Context: an optimization exercise on an open-source flow, tuned for small area. The choices shown serve that exercise and are no tape-out recipe. In this exercise RTL edits were held to simulation tests only and were not proved equivalent to the original. Power figures rest on the tool's default switching activity, not on a simulated workload.

## v33
==> flow/design.v <==
module RegisterFile(we, rst, clk, data_in, data_out, data_oe, addr, enable_reg);
   input [5:0] addr;
   input we, rst, clk;
   input [31:0] data_in;
   output [31:0] data_out;
   output data_oe;
   input enable_reg;
   wire [32:0] dec;
   wire [32:0] wr;
   wire [32:0] sel;
   wire [31:0] rowq [0:32];
   reg  [32:0] valid;
   genvar i, j;
   generate
      for (i = 0; i < 33; i = i + 1) begin : g_row
         assign dec[i] = (addr == i);
         assign wr[i]  = we & dec[i];
         assign sel[i] = dec[i] & valid[i];
         rf_row row (.clk(clk), .w(wr[i]), .wn(~wr[i]), .d(data_in), .q(rowq[i]));
      end
      for (j = 0; j < 32; j = j + 1) begin : g_rd
         wire [32:0] col;
         for (i = 0; i < 33; i = i + 1) begin : g_col
            assign col[i] = rowq[i][j];
         end
         rf_rdbit rd (.sel(sel), .q(col), .o(data_out[j]));
      end
   endgenerate
   always @(posedge clk or posedge rst) begin
      if (rst) valid <= 33'b0;
      else     valid <= valid | wr;
   end
   assign data_oe = ~we & enable_reg;
endmodule
module rf_row (
   input  wire        clk,
   input  wire        w,
   input  wire        wn,
   input  wire [31:0] d,
   output reg  [31:0] q
);
   always @(posedge clk)
      q <= (d & {32{w}}) | (q & {32{wn}});
endmodule
module rf_rdbit (
   input  wire [32:0] sel,
   input  wire [32:0] q,
   output wire        o
);
   wire [10:0] gn;
   genvar k;
   generate
      for (k = 0; k < 11; k = k + 1) begin : g_grp
         rf_aoi3 g (.s(sel[3*k+2:3*k]), .q(q[3*k+2:3*k]), .on(gn[k]));
      end
   endgenerate
   assign o = ~&gn;
endmodule
module rf_aoi3 (
   input  wire [2:0] s,
   input  wire [2:0] q,
   output wire       on
);
   assign on = ~|(s & q);
endmodule
make LEC_CHECK=0 CAP_MARGIN=20 CORE_MARGIN=2 CORE_UTILIZATION=65 CTS_BUF_LIST='sky130_fd_sc_hd__clkbuf_4 sky130_fd_sc_hd__clkbuf_8' CTS_CLUSTER_DIAMETER=60 CTS_CLUSTER_SIZE=15 SLEW_MARGIN=20 SYNTH_HIERARCHICAL=1 SYNTH_MINIMUM_KEEP_SIZE=0 finish   # period 8.0 ns
run.sh (not shown) runs the stock make flow with config.mk's settings and CLKGATE_MAP_FILE= SYNTH_SCRIPT=/design/flow/synth_recipe.tcl, a recipe that flattens the netlist after the stock synthesis.
Here is what was changed in the inputs of v48 compared with v33.
==> flow/flow/run.sh (new file) <==
#!/bin/bash
# The standard ORFS layout (the standard.sh, standard synthesis included), with one
# change: the buffers placed on the input and output ports are sky130_fd_sc_hd__buf_1
# instead of the cell buffer_ports picks by default (a delay buffer, clkdlybuf4s50_1).
set -euo pipefail
export BUFFER_PORTS_ARGS="-buffer_cell sky130_fd_sc_hd__buf_1"
bash standard.sh > standard_flow.log 2>&1
==> flow/standard.sh (new file) <==
#!/bin/bash
# synth_recipe.tcl (not shown) runs the flow's synth.tcl, then flattens the netlist and writes it again
# the make line also repeats each setting of config.mk as NAME=value (left out here)
make -C /OpenROAD-flow-scripts/flow DESIGN_CONFIG=/design/flow/config.mk WORK_HOME=/design/flow/orfs CLKGATE_MAP_FILE= SYNTH_SCRIPT=/design/flow/synth_recipe.tcl "${@:-finish}"
removed: flow/run.sh
## What came out
Going from v33 to v48, number of nets in the final layout shrank slightly. The fraction of power consumed by the clock network of v48 falls short of that of v33 by 0.3 points. Comparing relative area change from synthesis to final layout for v48 and v33, the bigger number came from v33. Going from v33 to v48, number of cells traversed by the worst register-to-register path shows no meaningful change, sum of routed wire segments on met1 now smaller, fraction of area in clock buffers and inverters saw little to no change, final wirelength -4.7%. Number of buffer and inverter stages on the critical path came out exactly the same in v48 and v33. sky130_fd_sc_hd__and3_1 as the slowest stage cell on the critical path was reported by v48, and sky130_fd_sc_hd__clkdlybuf4s50_1 by v33.
## Diff of input files: v36 against v48
- removing CTS_CLUSTER_DIAMETER (formerly 60)
- removing CTS_CLUSTER_SIZE (formerly 15)
- changing CORE_UTILIZATION from 65 to 40
- removing CTS_BUF_LIST (formerly sky130_fd_sc_hd__clkbuf_4 sky130_fd_sc_hd__clkbuf_8)
==> flow/run.sh (new file) <==
#!/bin/bash
# synth_recipe.tcl (not shown) runs the flow's synth.tcl, then flattens the netlist and writes it again
# the make line also repeats each setting of config.mk as NAME=value (left out here)
make -C /OpenROAD-flow-scripts/flow DESIGN_CONFIG=/design/flow/config.mk WORK_HOME=/design/flow/orfs CLKGATE_MAP_FILE= SYNTH_SCRIPT=/design/flow/synth_recipe.tcl finish
removed: flow/flow/run.sh
removed: flow/standard.sh
==> comparison <==
- Comparing proportion of power drawn by combinational gates for v36 and v48, the bigger number came from v48.
- [v36] global-route usage fell 12 points relative to v48
- Number of enable flip-flop cells after synthesis came out exactly the same in v36 and v48.
- | share of cells above drive strength 1 | higher: v36 |
The inputs of v19 differ from those of v36 as listed below.
- an added CTS_BUF_LIST of sky130_fd_sc_hd__clkbuf_4 sky130_fd_sc_hd__clkbuf_8
- a change of CORE_UTILIZATION from 40 to 65
[summary]
- v19 reports a higher fraction of met1 tracks used by global routing than v36 does.
- v36 and v19 ended up with nearly the same relative contribution of combinational cells to total power.
- Looking at final hold slack, v19 sits below v36.
- v19 ended with every stage complete and zero timing, DRC or antenna violations.
- [compare] base=v36 new=v19: power lost 2.9%; area of the core went down 39%.

---

Setup of run A:
Another version of the RTL of RegisterFile (not shown whole).
For scale: about 2900 cells after synthesis, about 1100 flip-flops, about 0.035 mm^2 of cells after synthesis.
export LEC_CHECK = 0
export CAP_MARGIN = 0
export CORE_MARGIN = 2
export CORE_UTILIZATION = 65
export CTS_BUF_LIST = sky130_fd_sc_hd__clkbuf_4 sky130_fd_sc_hd__clkbuf_8
export CTS_CLUSTER_DIAMETER = 60
export CTS_CLUSTER_SIZE = 18
export PLACE_DENSITY = 0.85
export SLEW_MARGIN = 0
export SYNTH_HIERARCHICAL = 1
export SYNTH_MINIMUM_KEEP_SIZE = 0
create_clock -name core_clock -period 8.0 [get_ports {clk}]
standard.sh (not shown) runs the stock make flow with config.mk's settings and CLKGATE_MAP_FILE= SYNTH_SCRIPT=/design/flow/synth_recipe.tcl, a recipe that flattens the netlist after the stock synthesis.
==> flow/flow/run.sh <==
#!/bin/bash
# The standard ORFS layout (the standard.sh, standard synthesis included), with these
# changes:
#  - the buffers placed on the input and output ports are sky130_fd_sc_hd__buf_1 instead of
#    the cell buffer_ports picks by default (a delay buffer, clkdlybuf4s50_1);
#  - timing-driven global placement keeps no resizer changes of its own
#    (GPL_KEEP_OVERFLOW=0); the resize step after placement repairs the design.
set -euo pipefail
export BUFFER_PORTS_ARGS="-buffer_cell sky130_fd_sc_hd__buf_1"
export CTS_ARGS="-sink_clustering_enable -repair_clock_nets -buf_list {sky130_fd_sc_hd__clkbuf_4 sky130_fd_sc_hd__clkbuf_8} -sink_clustering_size 18 -sink_clustering_max_diameter 60 -dont_use_dummy_load"
export GPL_KEEP_OVERFLOW=0
bash standard.sh > standard_flow.log 2>&1
STATUS run=run A STAGES=ALL_DONE FINAL_CHECKS=FAILED CAUSE=capacitance limit, slew limit
[inputs] run B vs run A
Settings: PLACE_DENSITY: 0.85 -> unset; SLEW_MARGIN: 0 -> 10; CAP_MARGIN: 0 -> 10.
==> comparison <==
- In summary, run B completed successfully, with a layout that passed the timing, design-rule and antenna checks.
- Of the two values seen for critical-path cell with the highest stage delay, sky130_fd_sc_hd__and3_2 was produced by run B and sky130_fd_sc_hd__dfrtp_1 by run A.
- [compare] base=run A new=run B: buffer count excluding the clock tree in the final layout went up about 6%; overall die height held; critical path depth went up 1.
Input changes introduced in run C (baseline for comparison: run B):
Settings: swapping 10 for 20 in SLEW_MARGIN; swapping 18 for 15 in CTS_CLUSTER_SIZE; swapping 10 for 20 in CAP_MARGIN.
==> flow/flow/run.sh <==
#!/bin/bash
# The standard ORFS layout (the standard.sh, standard synthesis included), with two
# changes:
#  - the buffers placed on the input and output ports are sky130_fd_sc_hd__buf_1 instead of
#    the cell buffer_ports picks by default (a delay buffer, clkdlybuf4s50_1);
set -euo pipefail
export BUFFER_PORTS_ARGS="-buffer_cell sky130_fd_sc_hd__buf_1"
export CTS_ARGS="-sink_clustering_enable -repair_clock_nets -buf_list {sky130_fd_sc_hd__clkbuf_4 sky130_fd_sc_hd__clkbuf_8} -sink_clustering_size 15 -sink_clustering_max_diameter 60 -dont_use_dummy_load"
bash standard.sh > standard_flow.log 2>&1
### Flow results
Each of the runs, namely run B and run C, reached the end of the flow and came out clean.
Clock power went up by a little under 10% going from run B to run C.
In the flow results for run B and run C, the routed wire length is larger on run C.
In run C, the area added between synthesis and finish came out 1.3 points above the value in run B.
Sort run B and run C by worst setup slack before clock tree synthesis, ascending, and run B comes first.
Going from run B to run C, share of the final layout cell area in multi-input gates shrinks by 0.66 points.
Summary of run C over run B: wire length of the first global-routing pass grew by about 1.2%, post-route cell area saw an increase.
#### Input delta (run D over run C)
Settings: changing CORE_UTILIZATION from 65 to 72; changing CTS_CLUSTER_SIZE from 15 to 18; changing SLEW_MARGIN from 20 to 0; changing CAP_MARGIN from 20 to 0.
==> flow/flow/run.sh <==
#!/bin/bash
# The standard ORFS layout (the standard.sh, standard synthesis included), with these
# changes:
#  - the buffers placed on the input and output ports are sky130_fd_sc_hd__buf_1 instead of
#    the cell buffer_ports picks by default (a delay buffer, clkdlybuf4s50_1);
#  - timing-driven global placement keeps no resizer changes of its own
#    (GPL_KEEP_OVERFLOW=0); the resize step after placement repairs the design.
set -euo pipefail
export BUFFER_PORTS_ARGS="-buffer_cell sky130_fd_sc_hd__buf_1"
export CTS_ARGS="-sink_clustering_enable -repair_clock_nets -buf_list {sky130_fd_sc_hd__clkbuf_4 sky130_fd_sc_hd__clkbuf_8} -sink_clustering_size 18 -sink_clustering_max_diameter 60 -dont_use_dummy_load"
export GPL_KEEP_OVERFLOW=0
bash standard.sh > standard_flow.log 2>&1
### Flow results
In run D the implementation ran to completion but is not tape-out ready, as the final checks report capacitance limit, slew limit.
Run C closes out successfully: all stages finished, all timing, DRC and antenna checks passed.
Looking at register-to-register slack across run C and run D, the one that comes out lower is run D.
Delta (run D minus run C): count of placed standard cells in the final layout, fillers left out has decreased; critical path data arrival time has decreased.
Run C leaves less setup margin than run D.
[compare] base=run C new=run D: count of standard-cell rows now sits lower, total power now sits lower, max-slew violation count now sits higher, final cycle utilization of the critical path now sits lower.
| number of antenna violations at the first check in global routing | lower: run C |
Compared with run C, run D shows worst supply voltage drop on vdd that has gone up slightly.
Edits applied to the flow inputs when going from run D to run E:
Settings: CORE_UTILIZATION now 65, was 72.
[summary]
Run D finished all stages; however, its layout fails the closing checks, the failures being capacitance limit, slew limit. Looking at the reports, run E completed the entire flow and the layout it produced met the timing, design-rule and antenna checks. Between run E and run D, the number of gates on the worst path with buffers counted is higher for run E. Comparing run E and run D, the lower final worst-path cycle share is on run D. Final-report setup violation count: run E vs run D identical. Taking run D as the reference, in run E met1 capacity usage during global routing -3.2 points, total power ~0 delta, iteration count of the initial detailed-routing pass +5, routed via count divided by cell count -3.6%.
## Diff of input files: run F against run E
Settings: CAP_MARGIN changed from 0 to 5; SLEW_MARGIN changed from 0 to 5.
## What came out
Run F ended with every stage complete and zero timing, DRC or antenna violations. Compared with run E, in run F standby leakage power flat, total global routing track utilization up 0.19 points, initial cell density of the core flat, met1 usage up 1.2 points, total routed wire length on the met1 layer up about 1.5%. Compared run F against run E; final area within noise. Diff run E -> run F: cell internal power dissipation shows no meaningful change; normalized max-slew margin shows a reduction of 0.18 points; arrival time reported for the critical path endpoint shows an increase of 0.04 ns. Run F vs run E, start point of the critical path: live vs addr[2].

==> re-timing with driven ports <==
The flow's constraints put no driver on any port. The routed layouts listed below were extracted and timed again, unchanged, in two steps. Step 1: set_driving_cell puts a clkbuf_16 on clk and a buf_2 on each other input, an assumption about the parent block. Step 2, shift: input delay + t, output delay - t, t = (earliest + latest rising clock arrival at the registers) / 2. This alone moves slack from input paths to output paths. a / b / c = no drivers / after step 1 / after step 2; a / b = the first two.
run	t (ns)	slack for setup (ns)	hold WS [ns]
v33	0.794	0.659 / 0.633 / 0.633	0.459 / 0.459 / 0.459
v48	0.778	1.206 / 1.177 / 1.177	0.457 / 0.457 / 0.457
v36	0.762	0.276 / 0.194 / 0.194	0.449 / 0.449 / 0.449
v19	0.879	0.530 / 0.506 / 0.506	0.446 / 0.446 / 0.446
run A	0.750	1.044 / 0.950 / 0.950	0.401 / 0.401 / 0.401
run B	0.750	0.903 / 0.804 / 0.804	0.405 / 0.405 / 0.405
run C	0.762	0.898 / 0.832 / 0.832	0.400 / 0.400 / 0.400
run D	0.764	0.919 / 0.817 / 0.817	0.404 / 0.404 / 0.404
run E	0.750	0.844 / 0.748 / 0.748	0.403 / 0.403 / 0.403
run F	0.754	0.800 / 0.743 / 0.803	0.403 / 0.403 / 0.403
For run D, which loses most, drivers alone change the setup slack by -0.102 ns; drivers and shift together by -0.102 ns.
